Context: an optimization exercise on an open-source flow, tuned for small area, a short achievable clock period and few clock cycles. The choices shown serve that exercise and are no tape-out recipe. Where RTL was checked, it was by simulation tests only, not by an equivalence proof against the original. For run 1, only the layout was checked, not whether the RTL still works. The clock input has no modelled driver; a real chip could not lean on it and would need a root buffer or a full tree. Power and IR drop assume default switching activity.

## flow/design.v (module list and top-level ports; edited modules follow where they fit)
// module conv2d_3x3_lb: 1229 lines
// module fa3: 10 lines
// module ha2: 9 lines
// module xo2: 7 lines
module conv2d_3x3_lb #(
    parameter MAX_W = 16
)(
    input         clk,
    input         reset,
    input         start,
    input  [7:0]  base_a,
    input  [7:0]  base_b,
    input  [7:0]  base_c,
    input  [4:0]  tile_w,    
    input  [4:0]  tile_h,    
    output reg    busy,
    output reg    done,
    output            a_en,
    output            a_we,          
    output reg  [7:0] a_addr,
    output      [31:0] a_di,         
    input       [31:0] a_dout,
    output            b_en,
    output            b_we,          
    output reg  [7:0] b_addr,
    output      [31:0] b_di,         
    input       [31:0] b_dout,
    output            c_en,
    output            c_we,
    output reg  [7:0] c_addr,
    output reg [31:0] c_di,
    input       [31:0] c_dout        
);
  // ...
==> flow/flow/run.sh <==
#!/bin/bash
# Standard ORFS layout (the standard.sh, unchanged synthesis), with
#  - timing repair aimed well below the clock period (SETUP_SLACK_MARGIN),
#  - plain buffers on the ports instead of delay buffers,
#  - one tie cell for the constant outputs,
#  - a two-level clock tree (see post_cts.tcl).
# Every tool's output is in standard.log and in orfs/logs/.
set -euo pipefail
here=$(pwd)
bash standard.sh \
  SETUP_SLACK_MARGIN=11 \
  BUFFER_PORTS_ARGS="-buffer_cell sky130_fd_sc_hd__buf_2" \
  SKIP_REPAIR_TIE_FANOUT=1 \
  CTS_ARGS="-sink_clustering_enable -repair_clock_nets -sink_clustering_size 30 -sink_clustering_max_diameter 150 -dont_use_dummy_load" \
  POST_CTS_TCL="$here/flow/post_cts.tcl" \
  finish > standard.log 2>&1
==> flow/flow/post_cts.tcl <==
set block [ord::get_db_block]
set clk_net [[$block findBTerm clk] getNet]
proc is_clkbuf {inst} {
  return [string match "sky130_fd_sc_hd__clkbuf_*" [[$inst getMaster] getName]]
}
set leaves {}
set uppers {}
foreach inst [$block getInsts] {
  if {![is_clkbuf $inst]} { continue }
  set out [[$inst findITerm X] getNet]
  set in [[$inst findITerm A] getNet]
  if {$out == "NULL" || $in == "NULL"} { continue }
  if {[$out getSigType] != "CLOCK"} { continue }
  set drives_buf 0
  foreach it [$out getITerms] {
    if {[$it isInputSignal] && [is_clkbuf [$it getInst]]} { set drives_buf 1 }
  }
  if {$drives_buf} { lappend uppers $inst } else { lappend leaves $inst }
}
set nl [llength $leaves]
puts "post_cts: [llength $uppers] upper buffers, $nl leaf buffers"
if {$nl >= 2 && [llength $uppers] >= 1 && $nl <= 16} {
  # leaf centres
  set pts {}
  foreach inst $leaves {
    set bb [$inst getBBox]
    lappend pts [list [expr {([$bb xMin] + [$bb xMax]) / 2}] [expr {([$bb yMin] + [$bb yMax]) / 2}]]
  }
  set k [expr {$nl < 4 ? $nl : 4}]
  # k-means, started from leaves spread through the list sorted by angle
  set cen {}
  set sx 0; set sy 0
  foreach p $pts { set sx [expr {$sx + [lindex $p 0]}]; set sy [expr {$sy + [lindex $p 1]}] }
  set mx [expr {$sx / $nl}]; set my [expr {$sy / $nl}]
  set order [lsort -real -indices [lmap p $pts {expr {atan2([lindex $p 1] - $my, [lindex $p 0] - $mx)}}]]
  for {set i 0} {$i < $k} {incr i} {
    lappend cen [lindex $pts [lindex $order [expr {$i * $nl / $k}]]]
  }
  for {set it 0} {$it < 50} {incr it} {
    set asg {}
    foreach p $pts {
      set best 0; set bd 1e30
      for {set i 0} {$i < $k} {incr i} {
        set c [lindex $cen $i]
        set d [expr {abs([lindex $p 0] - [lindex $c 0]) + abs([lindex $p 1] - [lindex $c 1])}]
        if {$d < $bd} { set bd $d; set best $i }
      }
      lappend asg $best
    }
    set new {}
    for {set i 0} {$i < $k} {incr i} {
      set n 0; set ax 0; set ay 0
      foreach p $pts a $asg { if {$a == $i} { incr n; set ax [expr {$ax + [lindex $p 0]}]; set ay [expr {$ay + [lindex $p 1]}] } }
      if {$n > 0} { lappend new [list [expr {$ax / $n}] [expr {$ay / $n}]] } else { lappend new [lindex $cen $i] }
    }
    set cen $new
  }
  set master [[ord::get_db] findMaster sky130_fd_sc_hd__clkbuf_16]
  foreach inst $uppers {
    set out [[$inst findITerm X] getNet]
    odb::dbInst_destroy $inst
    if {[llength [$out getITerms]] == 0} { odb::dbNet_destroy $out }
  }
  for {set i 0} {$i < $k} {incr i} {
    set members {}
    foreach inst $leaves a $asg { if {$a == $i} { lappend members $inst } }
    if {[llength $members] == 0} { continue }
    set b [odb::dbInst_create $block $master "clkbuf_grp_${i}_clk"]
    set c [lindex $cen $i]
    $b setLocation [expr {int([lindex $c 0])}] [expr {int([lindex $c 1])}]
    $b setPlacementStatus PLACED
    set n [odb::dbNet_create $block "clknet_grp_${i}_clk"]
    $n setSigType CLOCK
    [$b findITerm A] connect $clk_net
    [$b findITerm X] connect $n
    foreach inst $members {
      set a [$inst findITerm A]
      $a disconnect
      $a connect $n
    }
    puts "post_cts: group $i: [llength $members] leaf buffers"
  }
  detailed_placement
  estimate_parasitics -placement
  repair_timing_helper
  detailed_placement
  check_placement -verbose
  report_clock_latency
}
==> flow/standard.sh <==
#!/bin/bash
# synth_recipe.tcl (not shown) runs the flow's synth.tcl, then flattens the netlist and writes it again
# the make line also repeats each setting of config.mk as NAME=value (left out here)
make -C /OpenROAD-flow-scripts/flow DESIGN_CONFIG=/design/flow/config.mk WORK_HOME=/design/flow/orfs CLKGATE_MAP_FILE= SYNTH_SCRIPT=/design/flow/synth_recipe.tcl "${@:-finish}"
==> flow/config.mk <==
export PLATFORM = sky130hd
export DESIGN_NAME = conv2d_3x3_lb
export DESIGN_NICKNAME = conv2d_3x3_lb
export VERILOG_FILES = /design/flow/design.v
export SDC_FILE = /design/flow/constraint.sdc
export NUM_CORES = 4
export LEC_CHECK = 0
export CAP_MARGIN = 20
export CORE_MARGIN = 2
export CORE_UTILIZATION = 70
export PLACE_DENSITY = 0.85
export SLEW_MARGIN = 20
export SYNTH_HIERARCHICAL = 1
export SYNTH_MINIMUM_KEEP_SIZE = 0
==> flow/constraint.sdc <==
create_clock -name core_clock -period 15.0 [get_ports {clk}]
set_input_delay 3.0000 -clock core_clock [delete_from_list [all_inputs] [get_ports {clk}]]
set_output_delay 3.0000 -clock core_clock [all_outputs]
set_load 0.01 [all_outputs]
==> run summary, run 1 <==
- Status: finished clean
- Critical path class: register to register
- Slowest CP cell: dfxtp_1
- Post-Synthesis Cell Area: 18,790 µm²
- Cell row count: approximately 60
- Ys flop type: dfxtp_1
- M2 GR Usage: 0.5528
- Distinct cells, synth: 49
- DRC errors left: 0
- Leak: 7.831 nW
- Overall power: about 4.3 mW
- Filler cell count: 1,731
- Via count: 13.66k
- Final Hold Fails: 0
- VDD IR max: about 0.14 mV
- First-pass GRT wire length: roughly 76,000 µm
- Critical path, cell by cell: a22oi_1 > xnor2_1 > fa_1 > fa_1 > fa_1 > fa_1 > fa_1 > ha_1
- Top Ports: ~260
- Placed Area: ~19,000 µm²
- CP Max Fanout: 11
- Hold Path Depth: 0
- Multi-input combinational cell count: 1,288
- Initial DRC Count: between 1k and 1.5k
- Post-layout minimum cycle time: slightly above 4000 ps
- CP Launch Type: register
- Total track usage: 0.3447
- Worst Tran Pin Value: 747.1 ps
- RSZ-0062 raised after global routing: true
- Synth warnings: 7
==> run 2, diff against run 1 <==
--- a/flow/design.v
+++ b/flow/design.v
@@ -1151,17 +1151,18 @@
   wire adG51 = ad_g[18] | (ad_p[18] & adG39);
   wire adG52 = ad_g[20] | (ad_p[20] & adG34);
   wire adG53 = ad_g[22] | (ad_p[22] & adG40);
   wire adG54 = ad_g[24] | (ad_p[24] & adG32);
   wire adG55 = ad_g[26] | (ad_p[26] & adG41);
   wire adG56 = ad_g[28] | (ad_p[28] & adG35);
   wire adG57 = ad_g[30] | (ad_p[30] & adG42);
   assign acc_next = ad_p ^ {adG57, adG42, adG56, adG35, adG55, adG41, adG54, adG32, adG53, adG40, adG52, adG34, adG51, adG39, adG50, adG29, adG49, adG38, adG48, adG33, adG47, adG37, adG46, adG25, adG45, adG36, adG44, adG17, adG43, adG1, ad_g[0], 1'b0};
-    wire go      = !busy && start;
+    wire running = rd_en | l1 | l2 | l3 | wr_en;
+    wire go      = !running && start;
     wire win_end = (kj == 2'd2) && (ki == 2'd2);
     always @(posedge clk) begin
         a_addr <= go ? base_a : a_addr + a_step;
         b_addr <= (go || win_end) ? base_b : b_addr + 8'd1;
         c_addr <= go ? base_c : c_addr + {7'd0, wr_en};
     end
     always @(posedge clk) begin
         A_r   <= a_dout;
@@ -1184,17 +1185,17 @@
             wr_en <= 1'b0;
             l1 <= 1'b0; l2 <= 1'b0; l3 <= 1'b0;
         end else begin
             done  <= 1'b0;
             l1    <= rd_en && win_end;
             l2    <= l1;
             l3    <= l2;
             wr_en <= l3;
-            if (!busy) begin
+            if (!running) begin
                 if (start) begin
                     busy    <= 1'b1;
                     rd_en   <= 1'b1;
                     kj      <= 2'd0;
                     ki      <= 2'd0;
                     ox_left <= tile_w - 5'd3;
                     oy_left <= tile_h - 5'd3;
                     wr      <= tile_w;
==> flow/config.mk (replaced) <==
export PLATFORM = sky130hd
export DESIGN_NAME = conv2d_3x3_lb
export DESIGN_NICKNAME = conv2d_3x3_lb
export VERILOG_FILES = /design/flow/design.v
export SDC_FILE = /design/flow/constraint.sdc
export NUM_CORES = 4
export LEC_CHECK = 0
export ABC_CLOCK_PERIOD_IN_PS = 3500
export CAP_MARGIN = 20
export CORE_MARGIN = 2
export CORE_UTILIZATION = 60
export PLACE_DENSITY = 0.75
export SLEW_MARGIN = 20
export SYNTH_HIERARCHICAL = 1
export SYNTH_MINIMUM_KEEP_SIZE = 0
==> run 2 against run 1 <==
  * Still clean on timing, DRC and antenna
  * Die area increased by 16%
  * Setup slack improved by 140 ps
  * Wire length fell by 3.2%
  * Via count fell by 3.7%
  * Hold slack worse by 1.6 ps
  * Critical path type unchanged
==> run summary, run 2 <==
- Max-capacitance violation count: 0 (unchanged)
- Layout net count: 2,229 (unchanged)
- Ys flop type: dfxtp_1 (unchanged)
- Post-synth top area share: 0.2585 (was 0.2578)
- Initial DRC Count: 1,186 (was 1,429)
- Fin worst setup slack: 11,100 ps (was 10,970 ps)
- Status: finished clean (unchanged)
- CTS clock-pin slew for the worst setup and hold paths: 110 ps (about the same)
- Top Ports: 261 (unchanged)
- Largest cells by area after synthesis: fa_1 (26%), dfxtp_1 (22%), xnor2_1 (14%) (unchanged)
- Critical path class: register to register (unchanged)
- Largest net degree at the start of global routing: 67 (unchanged)
- Leading area contributor after synthesis: fa_1 (unchanged)
- Initial Util: 0.6110 (was 0.7170)
- RSZ-0062 raised after global routing: false (was true)
- CP Launch Type: register (unchanged)
- Max_slew headroom: 0.4261 (was 0.5013)
- CP endpoint kind: register (unchanged)
- Syn_area_per_cell: 10.66 µm² (was 10.67 µm²)
- TNS Setup: 0 ps (unchanged)
- Clk_skew: 42.21 ps (was 53.44 ps)
- Drt pass-1 iters: 6 (was 7)
- Slew Viols, Final: 0 (unchanged)
- Synth Area in XOR/XNOR: 0.1739 (was 0.1729)
- Post-route clock period utilization: 0.2599 (was 0.2690)
- Post-route ant nets: 0 (unchanged)
- Drt total wl: 46,100 µm (was 47,600 µm)
- Total congestion overflow: 0 (unchanged)
- Filler cell count: 2,454 (was 1,731)
- Synth warnings: 7 (unchanged)
- Gr busiest metal: met2 (unchanged)
- Finished Layout Cells: 2,165 (was 2,105)
- Hold_ws: 337.3 ps (was 338.9 ps)
- M2 GR Usage: 0.4636 (was 0.5528)
- Port buffer count: 162 (unchanged)
- Gpl congestion: 0.9199 (was 0.9607)
- Cell row count: 64 (was 59)
- Core box area: 30,670 µm² (was 26,210 µm²)
- CP required: 15,200 ps (about the same)
- Post-synthesis adder-cell area fraction: 0.3160 (was 0.3151)
- Via count: 13.15k (was 13.66k)
- First-pass GRT wire length: 73,530 µm (was 76,040 µm)
- Initial antenna violation count: 6 (was 7)
- PwrDens: 212.7 nW/µm² (was 217.7 nW/µm²)
- Fraction of synthesized area in multiplexers: 0.001068 (was 0.001132)
- DIE AREA: 32,660 µm² (was 28,170 µm²)
- Arr. time, crit path: 4100 ps (was 4240 ps)
- Layout cells sized above 1: 0.1610 (unchanged)
- Overall power: 4.205 mW (was 4.302 mW)
- Clock sink count: 222 (unchanged)
- Hpwl dp: 32,840 µm (was 33,090 µm)
- Distinct cells, synth: 45 (was 49)
- Most frequent cells in the layout: xnor2_1 (293), a22oi_1 (256), fa_1 (242), buf_2 (158), dfxtp_1 (152) (was xnor2_1 (293), a22oi_1 (256), fa_1 (242), buf_2 (162), dfxtp_1 (155))
- Die X: 180.7 µm (was 167.8 µm)
- Total track usage: 0.2845 (was 0.3447)
- Area share of and/or/nand/nor cells after synthesis: 0.05756 (was 0.05947)
- EDFF count, synth: 19 (unchanged)
- DRC errors left: 0 (unchanged)
- Vias in the first global route: 13.82k (was 14.58k)
- Post-synthesis register bit count: 222 (unchanged)
- CP Max Fanout: 21 (was 11)
- Clock Latency Late Sink: 320 ps (about the same)
- Final setup violation count: 0 (unchanged)
- Register area share after synthesis: 0.2473 (was 0.2467)
- Most common cell after layout, fill and taps aside: xnor2_1 (unchanged)
- Vias per Instance: 6.076 (was 6.490)
- Placed cells: 2,137 (was 2,075)
- Top Registers: A_r x32, c_di x32, p_s x32 (unchanged)
- Leak: 7.860 nW (was 7.831 nW)
- Min-delay worst type: register to register (unchanged)
- Per-cell routed wire length: 21.29 µm (was 22.61 µm)
- Die Y: 180.7 µm (was 167.8 µm)
- Final Hold Fails: 0 (unchanged)
- M1 GR Usage: 0.3768 (was 0.4337)
- Post-Synthesis Cell Area: 18,740 µm² (was 18,790 µm²)
- Largest family of logic cells by synthesized area: adder cells (unchanged)
- Achievable Freq: 256.5 MHz (was 247.8 MHz)
- Async S/R FF share, synth: 0 (unchanged)
- Final instance area: 19,770 µm² (was 19,760 µm²)
- Placed Area: 19,220 µm² (was 19,230 µm²)
- Post-layout minimum cycle time: 3899 ps (was 4035 ps)
- Post-synth top cells: xnor2_1 (293), a22oi_1 (256), fa_1 (242), dfxtp_1 (203), clkbuf_1 (105) (was xnor2_1 (293), a22oi_1 (256), fa_1 (242), dfxtp_1 (203), clkbuf_1 (108))
- Dominant cell by count in the synthesized netlist: xnor2_1 (unchanged)
- Core Util, Final: 0.6446 (was 0.7540)
- Complex-gate fraction of the synthesized area: 0.1372 (was 0.1393)
- GR Layer Usage met3: 0.06309 (was 0.09285)
- Synthesis-to-layout area growth: 5.509% (was 5.161%)
- Post-Syn Instances: 1,757 (was 1,761)
- Worst slack, placed: 10,360 ps (was 10,440 ps)
- Worst Tran Pin Value: 854.4 ps (was 747.1 ps)
- Synth Net Count: 2,218 (was 2,222)
- VDD IR max: 0.1010 mV (was 0.1408 mV)
==> run 2: cell types whose count changed after synthesis, moves of 4 or more <==
cell	before	now
inv_1	32	39
nand2_1	70	66
nor2_1	32	27
o21ai_0	29	45
nand2b_1	20	16
a21oi_1	33	37
nor2b_1	42	37
o21ai_1	15	1
==> run 2: layout make-up, clock buffers not listed <==
cell class	count	area, µm²	share of cell area
Antenna cell	5	12.51	0.0006329
Sequential cell	222	4716	0.2385
Tap cell	396	495.5	0.02506
Timing Repair Buffer	210	1222	0.06183
Multi-Input combinational cell	1280	12870	0.6512
Inverter	40	150.1	0.007594
Buffer	4	100.1	0.005063
==> run 2: cell families (layout without fill, tap and decap cells) <==
| logic type | count (synthesis) | in the layout |
|---|---|---|
| other | 1 | 6 |
| and+or+nand+nor | 208 | 208 |
| xor gates and xnor gates | 372 | 372 |
| muxes | 2 | 2 |
| AOI/OAI and AO/OA | 369 | 369 |
| adders and majority gates | 328 | 328 |
| DFF | 222 | 222 |
| buffers and inverters | 255 | 262 |
==> run 2: critical path, cell delays in order (launching register included) <==
cell and delay (ps):
dfxtp_2 470, buf_4 300, a22oi_1 140, xnor2_1 200, fa_1 480, fa_1 470
fa_1 480, fa_1 540, fa_1 410, ha_1 280
==> run 2: worst paths after layout <==
path	slack, ps	start	cells past startpoint	endpoint
max	11100	btwo[1]	9	p_c[22]
min	340	f2	0	f3
max reg2reg	11100	btwo[1]	9	p_c[22]
min reg2reg	340	f2	0	f3
==> run 2: Yosys stat by module, one instance, submodules excluded <==
module	cells inside	area, µm²	flip-flops and latches
conv2d_3x3_lb	1470	13570	222
xo2	1	8.758	0
ha2	1	12.51	0
fa3	1	20.02	0
==> run 2: per-layer routing <==
layer  wire [µm]  up-vias
li1            -     5853
met1       18470     6487
met4        1469        4
met5          30        -
met2       21950      692
met3        4179      118
==> run 2: report_power, final <==
| part | total (mW) | internal [mW] | switching [mW] |
|---|---|---|---|
| registers | 0.972 | 0.853 | 0.118 |
| clock network | 0.314 | 0.145 | 0.169 |
| logic | 2.92 | 1.36 | 1.56 |
Testbench counts of run 2, summed over its fixed seeds: cycles 205,773.
==> run 3, diff against run 2 <==
--- a/flow/flow/run.sh
+++ b/flow/flow/run.sh
@@ -8,7 +8,7 @@
 set -euo pipefail
 here=$(pwd)
 bash standard.sh \
-  SETUP_SLACK_MARGIN=11 \
+  SETUP_SLACK_MARGIN=11.15 \
   BUFFER_PORTS_ARGS="-buffer_cell sky130_fd_sc_hd__buf_2" \
   SKIP_REPAIR_TIE_FANOUT=1 \
   CTS_ARGS="-sink_clustering_enable -repair_clock_nets -sink_clustering_size 30 -sink_clustering_max_diameter 150 -dont_use_dummy_load" \
--- a/flow/config.mk
+++ b/flow/config.mk
@@ -5,7 +5,6 @@
 export SDC_FILE = /design/flow/constraint.sdc
 export NUM_CORES = 4
 export LEC_CHECK = 0
-export ABC_CLOCK_PERIOD_IN_PS = 3500
 export CAP_MARGIN = 20
 export CORE_MARGIN = 2
 export CORE_UTILIZATION = 60
==> run 3 against run 2 <==
  * Via count grew 2.1%
  * Maximum frequency increased by 2.2%
  * Still clean
  * Critical path type is now register to output port
  * Sequential power rose by 2%
  * Sequential share of layout area shrank 0.49 points
  * Critical endpoint is now b_addr[5]
==> run summary, run 3 <==
- Status: finished clean (unchanged)
- Worst path max stage delay: 380 ps (was 540 ps)
- Initial antenna violation count: 6 (unchanged)
- Synth warnings: 7 (unchanged)
- Post-Syn Instances: 1,757 (unchanged)
- Slew Viols, Final: 0 (unchanged)
- Layout cells sized above 1: 0.1966 (was 0.1610)
- Synth Net Count: 2,218 (unchanged)
- Syn_area_per_cell: 10.66 µm² (unchanged)
- Initial DRC Count: 1,277 (was 1,186)
- DIE AREA: 32,660 µm² (unchanged)
- Dominant cell by count in the synthesized netlist: xnor2_1 (unchanged)
- Largest cells by area after synthesis: fa_1 (26%), dfxtp_1 (22%), xnor2_1 (14%) (unchanged)
- Post-synthesis register bit count: 222 (unchanged)
- Final setup violation count: 0 (unchanged)
- Distinct cells, synth: 45 (unchanged)
- Total congestion overflow: 0 (unchanged)
- Layout net count: 2,250 (was 2,229)
- Hold_ws: 346.1 ps (was 337.3 ps)
- Complex-gate fraction of the synthesized area: 0.1372 (unchanged)
- Clock Latency Late Sink: 320 ps (about the same)
- Max-capacitance violation count: 0 (unchanged)
- Overall power: 4.343 mW (was 4.205 mW)
- CP required: 12,000 ps (was 15,200 ps)
- Placed cells: 2,136 (was 2,137)
- Via count: 13.43k (was 13.15k)
- Leak: 8.149 nW (was 7.860 nW)
- Area share of and/or/nand/nor cells after synthesis: 0.05756 (unchanged)
- Register area share after synthesis: 0.2473 (unchanged)
- Die X: 180.7 µm (unchanged)
- Per-cell routed wire length: 21.59 µm (was 21.29 µm)
- Slowest CP cell: dfxtp_2 (was fa_1)
- Max_slew headroom: 0.4399 (was 0.4261)
- Gpl congestion: 0.8996 (was 0.9199)
- Finished Layout Cells: 2,186 (was 2,165)
- Post-route ant nets: 0 (unchanged)
- Final Hold Fails: 0 (unchanged)
- Ys flop type: dfxtp_1 (unchanged)
- Drt total wl: 47,200 µm (was 46,100 µm)
- CP endpoint kind: output port (was register)
- Hpwl dp: 32,510 µm (was 32,840 µm)
- Top Registers: A_r x32, c_di x32, p_s x32 (unchanged)
- Critical path class: register to output port (was register to register)
- Largest family of logic cells by synthesized area: adder cells (unchanged)
- Most common cell after layout, fill and taps aside: xnor2_1 (unchanged)
- Drt pass-1 iters: 7 (was 6)
- RSZ-0062 raised after global routing: false (unchanged)
- Core box area: 30,670 µm² (unchanged)
- Largest net degree at the start of global routing: 67 (unchanged)
- Total track usage: 0.2893 (was 0.2845)
- R2r setup slk: 11,250 ps (was 11,100 ps)
- Arr. time, crit path: 820 ps (was 4100 ps)
- Most frequent cells in the layout: xnor2_1 (293), a22oi_1 (253), fa_1 (242), dfxtp_1 (113), buf_2 (104) (was xnor2_1 (293), a22oi_1 (256), fa_1 (242), buf_2 (158), dfxtp_1 (152))
- Initial Util: 0.6110 (unchanged)
- VDD IR max: 0.1580 mV (was 0.1010 mV)
- Worst Tran Pin Value: 833.9 ps (was 854.4 ps)
- Post-synth top cells: xnor2_1 (293), a22oi_1 (256), fa_1 (242), dfxtp_1 (203), clkbuf_1 (105) (unchanged)
- Async S/R FF share, synth: 0 (unchanged)
- CP Max Fanout: 3 (was 21)
- Port buffer count: 162 (unchanged)
- DRC errors left: 0 (unchanged)
- Cell row count: 64 (unchanged)
- Clk_skew: 55.69 ps (was 42.21 ps)
- Fraction of synthesized area in multiplexers: 0.001068 (unchanged)
- Top Ports: 261 (unchanged)
- PwrDens: 210.9 nW/µm² (was 212.7 nW/µm²)
- EDFF count, synth: 19 (unchanged)
- Post-synthesis adder-cell area fraction: 0.3160 (unchanged)
- First-pass GRT wire length: 74,990 µm (was 73,530 µm)
- Post-Synthesis Cell Area: 18,740 µm² (unchanged)
- Synthesis-to-layout area growth: 9.882% (was 5.509%)
- Post-route clock period utilization: 0.2544 (was 0.2599)
- Min-delay worst type: register to register (unchanged)
- Clock sink count: 222 (unchanged)
- Synth Area in XOR/XNOR: 0.1739 (unchanged)
- Critical path, cell by cell: buf_6 (was buf_4 > a22oi_1 > xnor2_1 > fa_1 > fa_1 > fa_1 > fa_1 > fa_1 > ha_1)
- Vias per Instance: 6.141 (was 6.076)
- CTS clock-pin slew for the worst setup and hold paths: 120 ps (was 110 ps)
- CP Launch Type: register (unchanged)
- Top Family by Delay on Critical Path: flip-flops (was adder cells)
- Post-layout minimum cycle time: 3816 ps (was 3899 ps)
- Leading area contributor after synthesis: fa_1 (unchanged)
- Buffers & Inverters on Critical Path: 1 (unchanged)
- TNS Setup: 0 ps (unchanged)
- Die Y: 180.7 µm (unchanged)
- Post-synth top area share: 0.2585 (unchanged)
- Achievable Freq: 262.0 MHz (was 256.5 MHz)
- Vias in the first global route: 14.12k (was 13.82k)
run 3: cell counts after synthesis:
No cell type changed its count.
run 3: through the flow:
stage	area (µm²)	setup slack, ps	util
floorplan	18770	11160	-
global placement	19240	10620	0.6275
detailed placement	19240	10590	0.6275
global route	20590	11140	0.6713
finish	20590	11180	0.6713
run 3: routing by layer:
metal | part of all wire | track usage | wire [µm]
met1 | 0.40 | 0.3824 | 18800
met4 | 0.038 | 0.1081 | 1786
met2 | 0.46 | 0.4695 | 21940
met5 | 0.00028 | 0 | 13
met3 | 0.099 | 0.06208 | 4655
run 3: layout make-up, clock buffers not listed:
cell class	instances	area, µm²
Antenna cell	5	12.51
Buffer	4	100.1
Fill cell	2287	10080
Inverter	40	150.1
Multi-Input combinational cell	1280	12920
Sequential cell	222	4810
Tap cell	396	495.5
Timing Repair Buffer	231	1903
run 3: path summary, 6_finish.rpt:
check	from	end	cells past startpoint
max	b_addr[5]	b_addr[5]	1
min	f2	f3	0
max reg2reg	bone[6]	p_c[22]	8
min reg2reg	f2	f3	0
run 3: per-module statistics from Yosys (local to each module, per instance):
module / flip-flops and latches / cell area, µm² / times used / cells inside
xo2: 0 / 8.758 / 31 / 1
conv2d_3x3_lb: 222 / 13570 / 1 / 1470
ha2: 0 / 12.51 / 31 / 1
fa3: 0 / 20.02 / 225 / 1
run 3: cells by family after synthesis:
logic type | Yosys count
flops | 222
fa+ha+maj | 328
buf+inv | 255
other cells | 1
compound gates | 369
xor+xnor | 372
mux | 2
simple gates | 208
run 3: report_power, final:
| group | total (mW) | internal, mW | switching (mW) |
|---|---|---|---|
| clock network | 0.317 | 0.145 | 0.173 |
| logic | 3.03 | 1.46 | 1.58 |
| registers | 0.991 | 0.862 | 0.129 |
| total | 4.34 | 2.46 | 1.88 |
==> run 4, diff against run 3 <==
--- a/flow/flow/run.sh
+++ b/flow/flow/run.sh
@@ -8,7 +8,7 @@
 set -euo pipefail
 here=$(pwd)
 bash standard.sh \
-  SETUP_SLACK_MARGIN=11.15 \
+  SETUP_SLACK_MARGIN=11 \
   BUFFER_PORTS_ARGS="-buffer_cell sky130_fd_sc_hd__buf_2" \
   SKIP_REPAIR_TIE_FANOUT=1 \
   CTS_ARGS="-sink_clustering_enable -repair_clock_nets -sink_clustering_size 30 -sink_clustering_max_diameter 150 -dont_use_dummy_load" \
--- a/flow/config.mk
+++ b/flow/config.mk
@@ -7,8 +7,8 @@
 export LEC_CHECK = 0
 export CAP_MARGIN = 20
 export CORE_MARGIN = 2
-export CORE_UTILIZATION = 60
-export PLACE_DENSITY = 0.75
+export CORE_UTILIZATION = 55
+export PLACE_DENSITY = 0.7
 export SLEW_MARGIN = 20
 export SYNTH_HIERARCHICAL = 1
 export SYNTH_MINIMUM_KEEP_SIZE = 0
==> run 4 against run 3 <==
  * Sequential share of layout area up 0.48 points
  * Via count fell by 3.2%
  * Setup slack got worse by 87 ps
  * Hold slack worse by 7.4 ps
  * Cell count grew 1.1%
  * Sequential cell count did not move
  * Combinational power shrank 5%
  * Area after synthesis is the same
  * Power fell by 3.6%
  * Clock skew is 23 ps lower
==> run summary, run 4 <==
- Largest net degree at the start of global routing: 67 (unchanged)
- Gpl congestion: 0.9329 (was 0.8996)
- Post-synth top area share: 0.2585 (unchanged)
- CP endpoint kind: register (was output port)
- EDFF count, synth: 19 (unchanged)
- Distinct cells, synth: 45 (unchanged)
- Initial DRC Count: 1,224 (was 1,277)
- Layout cells sized above 1: 0.1597 (was 0.1966)
- Most frequent cells in the layout: xnor2_1 (293), a22oi_1 (256), fa_1 (242), buf_2 (158), dfxtp_1 (149) (was xnor2_1 (293), a22oi_1 (253), fa_1 (242), dfxtp_1 (113), buf_2 (104))
- Post-synthesis register bit count: 222 (unchanged)
- Post-route clock period utilization: 0.2602 (was 0.2544)
- Drt total wl: 46,410 µm (was 47,200 µm)
- Max_slew headroom: 0.4574 (was 0.4399)
- Final Hold Fails: 0 (unchanged)
- Synth Net Count: 2,218 (unchanged)
- Vias in the first global route: 13.88k (was 14.12k)
- Arr. time, crit path: 4100 ps (was 820 ps)
- CP Launch Type: register (unchanged)
- Critical path class: register to register (was register to output port)
- Ys flop type: dfxtp_1 (unchanged)
- Initial Util: 0.5588 (was 0.6110)
- Clk_skew: 32.34 ps (was 55.69 ps)
- Leading area contributor after synthesis: fa_1 (unchanged)
- Min-delay worst type: register to register (unchanged)
- Synth warnings: 7 (unchanged)
- Achievable Freq: 256.2 MHz (was 262.0 MHz)
- VDD IR max: 0.1275 mV (was 0.1580 mV)
- Area occupied by registers: 4722 µm² (was 4810 µm²)
- Worst path max stage delay: 650 ps (was 380 ps)
- Vias per Instance: 5.883 (was 6.141)
- Status: finished clean (unchanged)
- Placed Area: 19,270 µm² (was 19,240 µm²)
- Clock Latency Late Sink: 310 ps (was 320 ps)
- Critical path, cell by cell: buf_4 > xnor2_1 > fa_1 > fa_1 > fa_1 > fa_1 > fa_1 > ha_1 (was buf_6)
- RSZ-0062 raised after global routing: true (was false)
- Multi-input gate area: 12,870 µm² (was 12,920 µm²)
- Filler cell count: 2,881 (was 2,287)
- Total congestion overflow: 0 (unchanged)
- Total track usage: 0.2681 (was 0.2893)
- Slowest CP cell: dfxtp_2 (unchanged)
- First-pass GRT wire length: 74,580 µm (was 74,990 µm)
- CP required: 15,200 ps (was 12,000 ps)
- Fin worst setup slack: 11,100 ps (was 11,180 ps)
- Core Util, Final: 0.5907 (was 0.6713)
- TNS Setup: 0 ps (unchanged)
- Register area share after synthesis: 0.2473 (unchanged)
- CTS clock-pin slew for the worst setup and hold paths: 110 ps (was 120 ps)
- Top Ports: 261 (unchanged)
- Die Y: 188.6 µm (was 180.7 µm)
- Top Family by Delay on Critical Path: adder cells (was flip-flops)
- Async S/R FF share, synth: 0 (unchanged)
- Most common cell after layout, fill and taps aside: xnor2_1 (unchanged)
- Post-route ant nets: 0 (unchanged)
- Post-Syn Instances: 1,757 (unchanged)
- Largest cells by area after synthesis: fa_1 (26%), dfxtp_1 (22%), xnor2_1 (14%) (unchanged)
- Slew Viols, Final: 0 (unchanged)
- Final instance area: 19,810 µm² (was 20,590 µm²)
- Initial antenna violation count: 4 (was 6)
- Post-layout minimum cycle time: 3903 ps (was 3816 ps)
- Die X: 188.6 µm (was 180.7 µm)
- Worst Tran Pin Value: 807.8 ps (was 833.9 ps)
- Synthesis-to-layout area growth: 5.716% (was 9.882%)
- Worst slack, placed: 10,350 ps (was 10,590 ps)
- DIE AREA: 35,560 µm² (was 32,660 µm²)
- Syn_area_per_cell: 10.66 µm² (unchanged)
- CP Max Fanout: 17 (was 3)
- Port buffer count: 162 (unchanged)
- Final setup violation count: 0 (unchanged)
- Most frequent CP cell: fa_1
- Post-Synthesis Cell Area: 18,740 µm² (unchanged)
- Overall power: 4.185 mW (was 4.343 mW)
- Layout net count: 2,224 (was 2,250)
- Post-synth top cells: xnor2_1 (293), a22oi_1 (256), fa_1 (242), dfxtp_1 (203), clkbuf_1 (105) (unchanged)
- Leak: 7.838 nW (was 8.149 nW)
- Top Registers: A_r x32, c_di x32, p_s x32 (unchanged)
- DRC errors left: 0 (unchanged)
- Per-cell routed wire length: 21.00 µm (was 21.59 µm)
- Hpwl dp: 33,370 µm (was 32,510 µm)
- Cell row count: 67 (was 64)
- Buffers & Inverters on Critical Path: 1 (unchanged)
- Max-capacitance violation count: 0 (unchanged)
- Via count: 13.00k (was 13.43k)
- PwrDens: 211.2 nW/µm² (was 210.9 nW/µm²)
- Clock sink count: 222 (unchanged)
- Dominant cell by count in the synthesized netlist: xnor2_1 (unchanged)
- Core box area: 33,530 µm² (was 30,670 µm²)
- Drt pass-1 iters: 6 (was 7)
## run 4: worst reg2reg max path, delay by kind of cell, from the launching register on
family	cells	cell delay (ps)
adders and majority gates	6	2560
DFF	1	650
buffers and inverters	1	410
xor gates and xnor gates	1	170
## run 4: metal layers
| metal | wire (µm) | global-route usage | vias up |
|---|---|---|---|
| met4 | 1585 | 0.1010 | 2 |
| met2 | 21320 | 0.4270 | 690 |
| li1 | - | - | 5846 |
| met3 | 4638 | 0.06575 | 115 |
| met5 | 13 | 0 | - |
| met1 | 18850 | 0.3556 | 6348 |
## run 4: final timing paths
kind	cells after the start	slack, ps	from	end
worst min register to register	0	340	f1	f2
worst max register to register	8	11100	bneg[2]	p_c[21]
worst min-delay path	0	340	f1	f2
worst max-delay path	8	11100	bneg[2]	p_c[21]
## run 4: logic make-up (layout without fill, tap and decap cells)
family,after synthesis,count (layout),synth area share
xor+xnor,372,372,0.1739
buf+inv,255,257,0.06677
flops,222,222,0.2473
other cells,1,4,0.0002001
simple gates,208,208,0.05756
mux,2,2,0.001068
fa+ha+maj,328,328,0.3160
compound gates,369,369,0.1372
## run 4: per-stage QoR
step	std cells	hold WS, ps
2_1_floorplan	1757	309.6
3_3_place_gp	2186	312.6
3_5_place_dp	2186	312.8
5_1_grt	2208	345.1
6_report	2210	338.8
## run 4: per-module statistics from Yosys, one instance, submodules excluded
| module | cells | cell area, µm² | times used |
|---|---|---|---|
| conv2d_3x3_lb | 1470 | 13570 | 1 |
| fa3 | 1 | 20.02 | 225 |
| ha2 | 1 | 12.51 | 31 |
| xo2 | 1 | 8.758 | 31 |
## run 4: layout make-up, clock buffers not listed
class,instances,area share
inverter,40,0.007580
tap,448,0.02830
timing repair buffer,205,0.06064
sequential,222,0.2384
antenna,3,0.0003790
buffer,4,0.005053
multi-input combinational,1280,0.6496
## run 4: where the power goes
group	internal (mW)	switching, mW
logic	1.36	1.54
clock network	0.145	0.171
registers	0.852	0.123
==> run 5, diff against run 4 <==
--- a/flow/config.mk
+++ b/flow/config.mk
@@ -7,8 +7,8 @@
 export LEC_CHECK = 0
 export CAP_MARGIN = 20
 export CORE_MARGIN = 2
-export CORE_UTILIZATION = 55
-export PLACE_DENSITY = 0.7
+export CORE_UTILIZATION = 65
+export PLACE_DENSITY = 0.8
 export SLEW_MARGIN = 20
 export SYNTH_HIERARCHICAL = 1
 export SYNTH_MINIMUM_KEEP_SIZE = 0
==> run 5 against run 4 <==
  * Still clean
  * Global-route usage is 4.4 points higher
  * Combinational power grew 4%
  * Area after synthesis unchanged
  * Setup slack got worse by 84 ps
  * Sequential cell count is the same
  * Final area is 0.56% lower
  * Wire length grew 1.0%
  * Utilization rose by 9.9 points
  * Critical path depth stayed put
  * Power grew 2.8%
  * Register-to-register slack worse by 80 ps
  * Sequential share of layout area about the same
==> run summary, run 5 <==
- CP Launch Type: register (unchanged)
- Arr. time, crit path: 4190 ps (was 4100 ps)
- Distinct cells, synth: 45 (unchanged)
- Die Y: 173.8 µm (was 188.6 µm)
- Hpwl dp: 32,890 µm (was 33,370 µm)
- CP Max Fanout: 23 (was 17)
- Core Util, Final: 0.6900 (was 0.5907)
- First-pass GRT wire length: 74,310 µm (was 74,580 µm)
- Most frequent cells in the layout: xnor2_1 (292), a22oi_1 (256), fa_1 (242), buf_2 (160), dfxtp_1 (158) (was xnor2_1 (293), a22oi_1 (256), fa_1 (242), buf_2 (158), dfxtp_1 (149))
- Clk pwr share: 0.073 (was 0.075)
- Post-synth top area share: 0.2585 (unchanged)
- Drt pass-1 iters: 7 (was 6)
- Post-synthesis adder-cell area fraction: 0.3160 (unchanged)
- Top Ports: 261 (unchanged)
- Drt total wl: 46,880 µm (was 46,410 µm)
- Total track usage: 0.3125 (was 0.2681)
- Status: finished clean (unchanged)
- CP required: 15,200 ps (about the same)
- Leak: 7.846 nW (was 7.838 nW)
- Cell row count: 62 (was 67)
- Slew Viols, Final: 0 (unchanged)
- Total congestion overflow: 0 (unchanged)
- Synthesis-to-layout area growth: 5.121% (was 5.716%)
- Dominant cell by count in the synthesized netlist: xnor2_1 (unchanged)
- RSZ-0062 raised after global routing: true (unchanged)
- Fraction of synthesized area in multiplexers: 0.001068 (unchanged)
- Clk_skew: 42.45 ps (was 32.34 ps)
- PwrDens: 218.4 nW/µm² (was 211.2 nW/µm²)
- Internal Dissipation: 2.398 mW (was 2.355 mW)
- Net Sw Power: 1.904 mW (was 1.829 mW)
- Post-layout minimum cycle time: 3987 ps (was 3903 ps)
- Per-cell routed wire length: 21.80 µm (was 21.00 µm)
- Post-synth top cells: xnor2_1 (293), a22oi_1 (256), fa_1 (242), dfxtp_1 (203), clkbuf_1 (105) (unchanged)
- Worst Tran Pin Value: 853.3 ps (was 807.8 ps)
- Synth warnings: 7 (unchanged)
- Max_slew headroom: 0.4269 (was 0.4574)
- Switching share of power: 0.4426 (was 0.4372)
- Post-route ant nets: 0 (unchanged)
- Port buffer count: 162 (unchanged)
- Leading area contributor after synthesis: fa_1 (unchanged)
- VDD IR max: 0.09842 mV (was 0.1275 mV)
- Achievable Freq: 250.8 MHz (was 256.2 MHz)
- Post-Syn Instances: 1,757 (unchanged)
- Post-synthesis register bit count: 222 (unchanged)
- Layout net count: 2,227 (was 2,224)
- Post-Synthesis Cell Area: 18,740 µm² (unchanged)
- RR Startpoint: bneg[1] (was bneg[2])
- CP endpoint kind: register (unchanged)
- Max-capacitance violation count: 0 (unchanged)
- Complex-gate fraction of the synthesized area: 0.1372 (unchanged)
- Final setup violation count: 0 (unchanged)
- Via count: 13.42k (was 13.00k)
- Syn_area_per_cell: 10.66 µm² (unchanged)
- Initial DRC Count: 1,330 (was 1,224)
- Worst Setup EP: p_c[23] (was p_c[21])
- Core box area: 28,550 µm² (was 33,530 µm²)
- Largest net degree at the start of global routing: 67 (unchanged)
- EDFF count, synth: 19 (unchanged)
- Async S/R FF share, synth: 0 (unchanged)
- Vias in the first global route: 14.16k (was 13.88k)
- Ys flop type: dfxtp_1 (unchanged)
- Gpl congestion: 0.9229 (was 0.9329)
- Register area share after synthesis: 0.2473 (unchanged)
- DIE AREA: 30,200 µm² (was 35,560 µm²)
- TNS Setup: 0 ps (unchanged)
- Top Registers: A_r x32, c_di x32, p_s x32 (unchanged)
- Final Hold Fails: 0 (unchanged)
- Largest cells by area after synthesis: fa_1 (26%), dfxtp_1 (22%), xnor2_1 (14%) (unchanged)
- Area share of and/or/nand/nor cells after synthesis: 0.05756 (unchanged)
- R2r setup slk: 11,010 ps (was 11,100 ps)
- Layout cells sized above 1: 0.1572 (was 0.1597)
- Largest family of logic cells by synthesized area: adder cells (unchanged)
- Initial antenna violation count: 5 (was 4)
- Critical path class: register to register (unchanged)
- CTS clock-pin slew for the worst setup and hold paths: 110 ps (about the same)
- Reg power frac: 0.226 (was 0.233)
- Synth Area in XOR/XNOR: 0.1739 (unchanged)
- Min-delay worst type: register to register (unchanged)
- Post-route clock period utilization: 0.2658 (was 0.2602)
- Vias per Instance: 6.243 (was 5.883)
- Die X: 173.8 µm (was 188.6 µm)
- Clock Latency Late Sink: 310 ps (about the same)
- Power share of the combinational group: 0.701 (was 0.692)
- Clock sink count: 222 (unchanged)
- Synth Net Count: 2,218 (unchanged)
- R2R Path End: p_c[23] (was p_c[21])
- Initial Util: 0.6564 (was 0.5588)
- Setup crit start: bneg[1] (was bneg[2])
- Most common cell after layout, fill and taps aside: xnor2_1 (unchanged)
- Reg2Reg Depth: 8 (unchanged)
- DRC errors left: 0 (unchanged)
run 5: cell counts after synthesis:
No cell type changed its count.
run 5: power by group through the flow:
stage	registers, mW	logic (mW)	clock network (mW)
after global placement	0.977	2.75	0
after floorplan	0.968	2.14	0
final	0.974	3.02	0.313
after global routing	0.992	3.43	0.344
after detailed placement	0.983	2.96	0
run 5: worst min-delay path by stage:
stage | start | to | slack [ps] | cells past startpoint
3_5_place_dp | f1 | f2 | 320 | 0
2_1_floorplan | f1 | f2 | 310 | 0
5_1_grt | f2 | f3 | 340 | 0
3_3_place_gp | f2 | f3 | 310 | 0
6_report | f2 | f3 | 340 | 0
run 5: final cells by class, clock buffers not listed:
cell class              instances  area, µm²
diodes                          4      10.01
fillers                      2177       8850
repair buffers                208       1180
flip-flops and latches        222       4703
well taps                     384      480.5
plain buffers                   4      100.1
multi-input cells            1280      12870
inverters                      40      150.1
run 5: kinds of logic (layout without fill, tap and decap cells):
group	after synthesis	count (layout)
adders and majority gates	328	328
xor gates and xnor gates	372	372
other	1	5
buffers and inverters	255	260
DFF	222	222
AOI/OAI and AO/OA	369	369
muxes	2	2
and+or+nand+nor	208	208
run 5: layer usage:
layer / global-route usage / part of all wire
met1: 0.4074 / 0.38
met2: 0.5143 / 0.48
met3: 0.05921 / 0.10
met4: 0.1324 / 0.041
met5: 0 / 0.00028
run 5: worst max-delay path, stage by stage, from the launching register on:
cell and delay [ps]:
dfxtp_2 530, buf_4 440, xnor2_1 190, fa_1 500, fa_1 470, fa_1 470, fa_1 540, fa_1 430
ha_1 310
run 5: Yosys stat by module, one instance, submodules excluded:
module | cells inside | cell area [µm²] | flip-flops and latches
fa3 | 1 | 20.02 | 0
conv2d_3x3_lb | 1470 | 13570 | 222
xo2 | 1 | 8.758 | 0
ha2 | 1 | 12.51 | 0
run 5: through the flow:
stage	hold slack [ps]	power, mW	std cells	worst slack [ps]	cell area [µm²]
final	339.3	4.302	2150	11010	19700
after global routing	343.2	4.766	2150	10920	19700
after detailed placement	315.7	3.947	2123	10350	19190
after global placement	310.4	3.724	2123	10390	19190
after floorplan	309.6	3.110	1757	11000	18740
==> run 6, diff against run 5 <==
--- a/flow/config.mk
+++ b/flow/config.mk
@@ -7,8 +7,8 @@
 export LEC_CHECK = 0
 export CAP_MARGIN = 20
 export CORE_MARGIN = 2
-export CORE_UTILIZATION = 65
-export PLACE_DENSITY = 0.8
+export CORE_UTILIZATION = 60
+export PLACE_DENSITY = 0.75
 export SLEW_MARGIN = 20
 export SYNTH_HIERARCHICAL = 1
 export SYNTH_MINIMUM_KEEP_SIZE = 0
==> run 6 against run 5 <==
  * Still clean
  * First-iteration DRC count down 11%
  * Clock skew about the same
  * Utilization shrank 4.5 points
  * Die area is 8.1% higher
  * Register-to-register slack improved by 90 ps
  * Setup slack better by 88 ps
  * Sequential power hardly changed
  * Power down 2.3%
  * Critical path depth increased by 1
  * Highest routed layer unchanged
==> run summary, run 6 <==
- Post-synth top area share: 0.2585 (unchanged)
- Most frequent cells in the layout: xnor2_1 (293), a22oi_1 (256), fa_1 (242), buf_2 (158), dfxtp_1 (152) (was xnor2_1 (292), a22oi_1 (256), fa_1 (242), buf_2 (160), dfxtp_1 (158))
- Leading area contributor after synthesis: fa_1 (unchanged)
- Critical path class: register to register (unchanged)
- TNS Setup: 0 ps (unchanged)
- Top Ports: 261 (unchanged)
- Min-delay worst type: register to register (unchanged)
- Largest net degree at the start of global routing: 67 (unchanged)
- Largest cells by area after synthesis: fa_1 (26%), dfxtp_1 (22%), xnor2_1 (14%) (unchanged)
- Buffers & Inverters on Critical Path: 1 (unchanged)
- Gpl congestion: 0.9199 (was 0.9229)
- Per-cell routed wire length: 21.29 µm (was 21.80 µm)
- Initial DRC Count: 1,186 (was 1,330)
- Post-synthesis register bit count: 222 (unchanged)
- Fin worst setup slack: 11,100 ps (was 11,010 ps)
- Post-layout minimum cycle time: 3899 ps (was 3987 ps)
- Synth Net Count: 2,218 (unchanged)
- Worst Tran Pin Value: 854.4 ps (was 853.3 ps)
- Post-route ant nets: 0 (unchanged)
- Finished Layout Cells: 2,165 (was 2,150)
- Cell row count: 64 (was 62)
- Placed cells: 2,137 (was 2,123)
- Syn_area_per_cell: 10.66 µm² (unchanged)
- Clk_skew: 42.21 ps (was 42.45 ps)
- Top Registers: A_r x32, c_di x32, p_s x32 (unchanged)
- Dominant cell by count in the synthesized netlist: xnor2_1 (unchanged)
- CTS clock-pin slew for the worst setup and hold paths: 110 ps (about the same)
- Max-capacitance violation count: 0 (unchanged)
- PwrDens: 212.7 nW/µm² (was 218.4 nW/µm²)
- Placed Area: 19,220 µm² (was 19,190 µm²)
- Port buffer count: 162 (unchanged)
- Top Family by Delay on Critical Path: adder cells (unchanged)
- Worst Setup EP: p_c[22] (was p_c[23])
- Synth warnings: 7 (unchanged)
- Post-route clock period utilization: 0.2599 (was 0.2658)
- CP Launch Type: register (unchanged)
- EDFF count, synth: 19 (unchanged)
- Post-Synthesis Cell Area: 18,740 µm² (unchanged)
- Distinct cells, synth: 45 (unchanged)
- Arr. time, crit path: 4100 ps (was 4190 ps)
- CP required: 15,200 ps (about the same)
- Worst path max stage delay: 540 ps (about the same)
- Most frequent CP cell: fa_1 (unchanged)
- Synthesis-to-layout area growth: 5.509% (was 5.121%)
- Clock Latency Late Sink: 320 ps (was 310 ps)
- First-pass GRT wire length: 73,530 µm (was 74,310 µm)
- Final Hold Fails: 0 (unchanged)
- Achievable Freq: 256.5 MHz (was 250.8 MHz)
- Via count: 13.15k (was 13.42k)
- Ys flop type: dfxtp_1 (unchanged)
- Setup crit start: btwo[1] (was bneg[1])
- Layout net count: 2,229 (was 2,227)
- Layout cells sized above 1: 0.1610 (was 0.1572)
- Drt total wl: 46,100 µm (was 46,880 µm)
- Core box area: 30,670 µm² (was 28,550 µm²)
- RSZ-0062 raised after global routing: false (was true)
- DIE AREA: 32,660 µm² (was 30,200 µm²)
- Most common cell after layout, fill and taps aside: xnor2_1 (unchanged)
- Core Util, Final: 0.6446 (was 0.6900)
- Slew Viols, Final: 0 (unchanged)
- Vias in the first global route: 13.82k (was 14.16k)
- Total congestion overflow: 0 (unchanged)
- Post-Syn Instances: 1,757 (unchanged)
- Final instance area: 19,770 µm² (was 19,700 µm²)
- Slowest CP cell: fa_1 (unchanged)
- Status: finished clean (unchanged)
- Die Y: 180.7 µm (was 173.8 µm)
- Drt pass-1 iters: 6 (was 7)
- Post-synth top cells: xnor2_1 (293), a22oi_1 (256), fa_1 (242), dfxtp_1 (203), clkbuf_1 (105) (unchanged)
- Initial antenna violation count: 6 (was 5)
- Die X: 180.7 µm (was 173.8 µm)
- R2R Path End: p_c[22] (was p_c[23])
- Total track usage: 0.2845 (was 0.3125)
- RR Startpoint: btwo[1] (was bneg[1])
- Initial Util: 0.6110 (was 0.6564)
- Hpwl dp: 32,840 µm (was 32,890 µm)
- VDD IR max: 0.1010 mV (was 0.09842 mV)
- Clock sink count: 222 (unchanged)
- Vias per Instance: 6.076 (was 6.243)
- Leak: 7.860 nW (was 7.846 nW)
- R2r setup slk: 11,100 ps (was 11,010 ps)
- CP endpoint kind: register (unchanged)
- Reg2Reg Depth: 9 (was 8)
- Final setup violation count: 0 (unchanged)
- CP Depth: 9 (was 8)
- CP Max Fanout: 21 (was 23)
- Async S/R FF share, synth: 0 (unchanged)
- Worst slack, placed: 10,360 ps (was 10,350 ps)
- DRC errors left: 0 (unchanged)
- Register area share after synthesis: 0.2473 (unchanged)
- Critical path, cell by cell: buf_4 > a22oi_1 > xnor2_1 > fa_1 > fa_1 > fa_1 > fa_1 > fa_1 > ha_1 (was buf_4 > xnor2_1 > fa_1 > fa_1 > fa_1 > fa_1 > fa_1 > ha_1)
- Max_slew headroom: 0.4261 (was 0.4269)
-- run 6: cells by family (layout without fill, tap and decap cells) --
kind of cell | count (synthesis) | in the layout | synth area share
mux | 2 | 2 | 0.001068
other cells | 1 | 6 | 0.0002001
fa+ha+maj | 328 | 328 | 0.3160
simple gates | 208 | 208 | 0.05756
xor+xnor | 372 | 372 | 0.1739
compound gates | 369 | 369 | 0.1372
flops | 222 | 222 | 0.2473
buf+inv | 255 | 262 | 0.06677
-- run 6: power breakdown --
group	switching (mW)	internal (mW)
combinational	1.56	1.36
sequential	0.118	0.853
clock	0.169	0.145
-- run 6: stage by stage --
stage	power [mW]	hold WS, ps
after floorplan	3.110	309.6
after global placement	3.741	313.5
after detailed placement	3.912	316.0
after global routing	4.692	348.2
final	4.205	337.3
-- run 6: worst register-to-register path, delay by kind of cell, from the launching register on --
family	cells	cell delay [ps]
AOI/OAI and AO/OA	1	160
xor gates and xnor gates	1	200
adders and majority gates	6	2660
buffers and inverters	1	300
DFF	1	470
-- run 6: metal layers --
layer / up-vias / share of wire / GRT usage
met2: 692 / 0.48 / 0.4636
met3: 118 / 0.091 / 0.06309
met5: - / 0.00065 / 0
met4: 4 / 0.032 / 0.09742
met1: 6487 / 0.40 / 0.3768
li1: 5853 / - / -
-- run 6: worst min path at each step --
stage	start	endpoint	slack [ps]	cells after the start
2_1_floorplan	f1	f2	310	0
3_3_place_gp	f2	f3	310	0
3_5_place_dp	f1	f2	320	0
5_1_grt	f2	f3	350	0
6_report	f2	f3	340	0
-- run 6: modules after synthesis, one instance, submodules excluded --
module         cell area [µm²]  flip-flops and latches  copies in the design  cells inside
conv2d_3x3_lb            13570                     222                     1          1470
fa3                      20.02                       0                   225             1
ha2                      12.51                       0                    31             1
xo2                      8.758                       0                    31             1
-- run 6: layout make-up, clock buffers not listed --
cell class                 instances  area [µm²]
tap                              396       495.5
multi-input combinational       1280       12870
antenna                            5       12.51
inverter                          40       150.1
sequential                       222        4716
fill                            2454       10900
buffer                             4       100.1
timing repair buffer             210        1222
==> run 7, diff against run 6 <==
--- a/flow/flow/run.sh
+++ b/flow/flow/run.sh
@@ -9,7 +9,7 @@
 here=$(pwd)
 bash standard.sh \
   SETUP_SLACK_MARGIN=11 \
-  BUFFER_PORTS_ARGS="-buffer_cell sky130_fd_sc_hd__buf_2" \
+  BUFFER_PORTS_ARGS="-buffer_cell sky130_fd_sc_hd__buf_1" \
   SKIP_REPAIR_TIE_FANOUT=1 \
   CTS_ARGS="-sink_clustering_enable -repair_clock_nets -sink_clustering_size 30 -sink_clustering_max_diameter 150 -dont_use_dummy_load" \
   POST_CTS_TCL="$here/flow/post_cts.tcl" \
==> run 7 against run 6 <==
  * Final area decreased by 1.2%
  * First-iteration DRC count is essentially flat
  * Area after synthesis unchanged
  * Wire length increased by 0.57%
  * Combinational power hardly changed
  * Setup slack lost 11 ps
  * Clock power about the same
  * Sequential power barely moved
  * Maximum frequency is 0.29% lower
  * Critical path type unchanged
  * Largest power group unchanged
==> run summary, run 7 <==
- EDFF count, synth: 19 (unchanged)
- Synth Net Count: 2,218 (unchanged)
- Worst path max stage delay: 690 ps (was 540 ps)
- Post-synth top area share: 0.2585 (unchanged)
- First-pass GRT wire length: 73,770 µm (was 73,530 µm)
- Layout net count: 2,225 (was 2,229)
- Ys flop type: dfxtp_1 (unchanged)
- CTS clock-pin slew for the worst setup and hold paths: 110 ps (about the same)
- Vias in the first global route: 13.96k (was 13.82k)
- Worst Setup EP: p_c[23] (was p_c[22])
- Final Hold Fails: 0 (unchanged)
- CP required: 15,210 ps (was 15,200 ps)
- Drt total wl: 46,360 µm (was 46,100 µm)
- Initial DRC Count: 1,185 (was 1,186)
- Top Registers: A_r x32, c_di x32, p_s x32 (unchanged)
- Hold Path Depth: 0 (unchanged)
- CP Launch Type: register (unchanged)
- Initial antenna violation count: 5 (was 6)
- Max_slew headroom: 0.4244 (was 0.4261)
- Arr. time, crit path: 4120 ps (was 4100 ps)
- RSZ-0062 raised after global routing: true (was false)
- Largest net degree at the start of global routing: 67 (unchanged)
- Most frequent cells in the layout: xnor2_1 (293), a22oi_1 (256), fa_1 (242), dfxtp_1 (157), buf_1 (116) (was xnor2_1 (293), a22oi_1 (256), fa_1 (242), buf_2 (158), dfxtp_1 (152))
- Post-Syn Instances: 1,757 (unchanged)
- Max-capacitance violation count: 0 (unchanged)
- Synth warnings: 7 (unchanged)
- Top Ports: 261 (unchanged)
- Core box area: 30,670 µm² (unchanged)
- Clock Latency Late Sink: 320 ps (about the same)
- Die Y: 180.7 µm (unchanged)
- Core Util, Final: 0.6370 (was 0.6446)
- Layout cells sized above 1: 0.08977 (was 0.1610)
- DRC errors left: 0 (unchanged)
- Die X: 180.7 µm (unchanged)
- Drt pass-1 iters: 7 (was 6)
- Critical path class: register to register (unchanged)
- CP endpoint kind: register (unchanged)
- Leading area contributor after synthesis: fa_1 (unchanged)
- Post-Synthesis Cell Area: 18,740 µm² (unchanged)
- Post-route ant nets: 0 (unchanged)
- Filler cell count: 2,472 (was 2,454)
- Post-synth top cells: xnor2_1 (293), a22oi_1 (256), fa_1 (242), dfxtp_1 (203), clkbuf_1 (105) (unchanged)
- Gpl congestion: 0.9229 (was 0.9199)
- Initial Util: 0.6110 (unchanged)
- RR Startpoint: A_r[21] (was btwo[1])
- Per-cell routed wire length: 21.46 µm (was 21.29 µm)
- Total track usage: 0.2851 (was 0.2845)
- Clock sink count: 222 (unchanged)
- Reg2Reg Depth: 8 (was 9)
- Dominant cell by count in the synthesized netlist: xnor2_1 (unchanged)
- Vias per Instance: 6.151 (was 6.076)
- R2r setup slk: 11,090 ps (was 11,100 ps)
- Slew Viols, Final: 0 (unchanged)
- Most common cell after layout, fill and taps aside: xnor2_1 (unchanged)
- Clk_skew: 42.79 ps (was 42.21 ps)
- Achievable Freq: 255.7 MHz (was 256.5 MHz)
- Worst Tran Pin Value: 857.0 ps (was 854.4 ps)
- Multi-input gate area: 12,860 µm² (was 12,870 µm²)
- Port buffer count: 162 (unchanged)
- Area occupied by registers: 4702 µm² (was 4716 µm²)
- R2R Path End: p_c[23] (was p_c[22])
- DIE AREA: 32,660 µm² (unchanged)
- Via count: 13.29k (was 13.15k)
- Distinct cells, synth: 45 (unchanged)
- Critical path, cell by cell: a22oi_1 > xnor2_1 > fa_1 > fa_1 > fa_1 > fa_1 > fa_1 > ha_1 (was buf_4 > a22oi_1 > xnor2_1 > fa_1 > fa_1 > fa_1 > fa_1 > fa_1 > ha_1)
- Async S/R FF share, synth: 0 (unchanged)
- Slowest CP cell: dfxtp_1 (was fa_1)
- Final setup violation count: 0 (unchanged)
- Hpwl dp: 32,670 µm (was 32,840 µm)
- Syn_area_per_cell: 10.66 µm² (unchanged)
- Most frequent CP cell: fa_1 (unchanged)
- Post-synthesis register bit count: 222 (unchanged)
- Status: finished clean (unchanged)
- Setup crit start: A_r[21] (was btwo[1])
- Synthesis-to-layout area growth: 4.267% (was 5.509%)
- Post-layout minimum cycle time: 3911 ps (was 3899 ps)
- Cell row count: 64 (unchanged)
- TNS Setup: 0 ps (unchanged)
- Leak: 7.510 nW (was 7.860 nW)
- Min-delay worst type: register to register (unchanged)
- CP Max Fanout: 11 (was 21)
- PwrDens: 215.7 nW/µm² (was 212.7 nW/µm²)
- Post-route clock period utilization: 0.2607 (was 0.2599)
- VDD IR max: 0.1128 mV (was 0.1010 mV)
- Total congestion overflow: 0 (unchanged)
- Register area share after synthesis: 0.2473 (unchanged)
- Largest cells by area after synthesis: fa_1 (26%), dfxtp_1 (22%), xnor2_1 (14%) (unchanged)
-- run 7: through the flow --
stage | area (µm²) | hold slack, ps | setup WS (ps) | power [mW] | std cells
2_1_floorplan | 18740 | 309.6 | 11000 | 3.110 | 1757
3_3_place_gp | 19010 | 314.5 | 10370 | 3.715 | 2135
3_5_place_dp | 19010 | 313.8 | 10330 | 3.900 | 2135
5_1_grt | 19530 | 348.2 | 10950 | 4.693 | 2158
6_report | 19540 | 329.8 | 11090 | 4.214 | 2160
-- run 7: worst min-delay path by stage --
stage          end  startpoint  slack, ps
2_1_floorplan   f2          f1        310
3_3_place_gp    f3          f2        310
3_5_place_dp    f3          f2        310
5_1_grt         f2          f1        350
6_report        f2          f1        330
-- run 7: modules after synthesis (local to each module, per instance) --
module	flops+latches	cells	times used
ha2	0	1	31
xo2	0	1	31
conv2d_3x3_lb	222	1470	1
fa3	0	1	225
-- run 7: kinds of logic after synthesis --
| logic type | synth area share |
|---|---|
| fa+ha+maj | 0.3160 |
| buf+inv | 0.06677 |
| compound gates | 0.1372 |
| other cells | 0.0002001 |
| flops | 0.2473 |
| xor+xnor | 0.1739 |
| simple gates | 0.05756 |
| mux | 0.001068 |
-- run 7: report_power, final --
part / switching [mW] / internal (mW)
Combinational: 1.57 / 1.36
Sequential: 0.118 / 0.852
Clock: 0.170 / 0.145
Total: 1.85 / 2.36
-- run 7: layout make-up, clock buffers not listed --
| cell class | instances | area share |
|---|---|---|
| diodes | 4 | 0.0005123 |
| plain buffers | 4 | 0.005123 |
| well taps | 396 | 0.02536 |
| repair buffers | 206 | 0.05213 |
| flip-flops and latches | 222 | 0.2407 |
| multi-input cells | 1280 | 0.6583 |
| inverters | 40 | 0.007685 |
-- run 7: per-layer routing --
layer	GRT usage	wire length (µm)	up-vias
met5	0	27	-
met4	0.1029	1563	4
met3	0.06027	4302	140
met2	0.4736	22260	735
met1	0.3694	18210	6563
li1	-	-	5845
-- run 7: worst max-delay path: cells and delay by family (launching register included) --
kind	cells	cell delay, ps
xor+xnor	1	190
flops	1	690
fa+ha+maj	6	2700
compound gates	1	210

-- port drivers added, routing unchanged --
Ports are ideal in the flow. The routed layouts listed here were re-timed in OpenROAD.
Step 1, drivers: a clkbuf_16 drives clk and a buf_2 each remaining input, both assumed.
Step 2 adds t to the input delays and takes it off the output delays; t is the mean of the earliest and latest rising clock arrival at the registers after step 1. Input paths then give back, and output paths get back, about the clock's delay inside the block.
Three values: ideal, step 1, step 2; two values: the first two.
| run | t (ns) | slack for setup (ns) | clock arrival spread, ns | worst register clock-pin slew, ns | worst slew at a driven data input, ns |
|---|---|---|---|---|---|
| run 1 | 0.411 | 10.965 / 10.965 / 10.695 | 0.054 / 0.054 | 0.12 / 0.12 | 0.09 |
| run 2 | 0.410 | 11.101 / 11.077 / 10.826 | 0.044 / 0.044 | 0.12 / 0.12 | 0.08 |
| run 3 | 0.410 | 11.184 / 11.068 / 10.928 | 0.057 / 0.058 | 0.12 / 0.12 | 0.09 |
| run 4 | 0.413 | 11.097 / 11.077 / 10.786 | 0.038 / 0.038 | 0.12 / 0.12 | 0.09 |
| run 5 | 0.393 | 11.013 / 11.013 / 10.836 | 0.045 / 0.045 | 0.11 / 0.11 | 0.09 |
| run 6 | 0.410 | 11.101 / 11.077 / 10.826 | 0.044 / 0.044 | 0.12 / 0.12 | 0.08 |
| run 7 | 0.411 | 11.089 / 11.075 / 10.783 | 0.046 / 0.045 | 0.12 / 0.12 | 0.09 |
After both steps setup and hold are still met in every run listed. For run 4, which loses most, drivers alone change the setup slack by -0.020 ns; drivers and shift together by -0.311 ns.
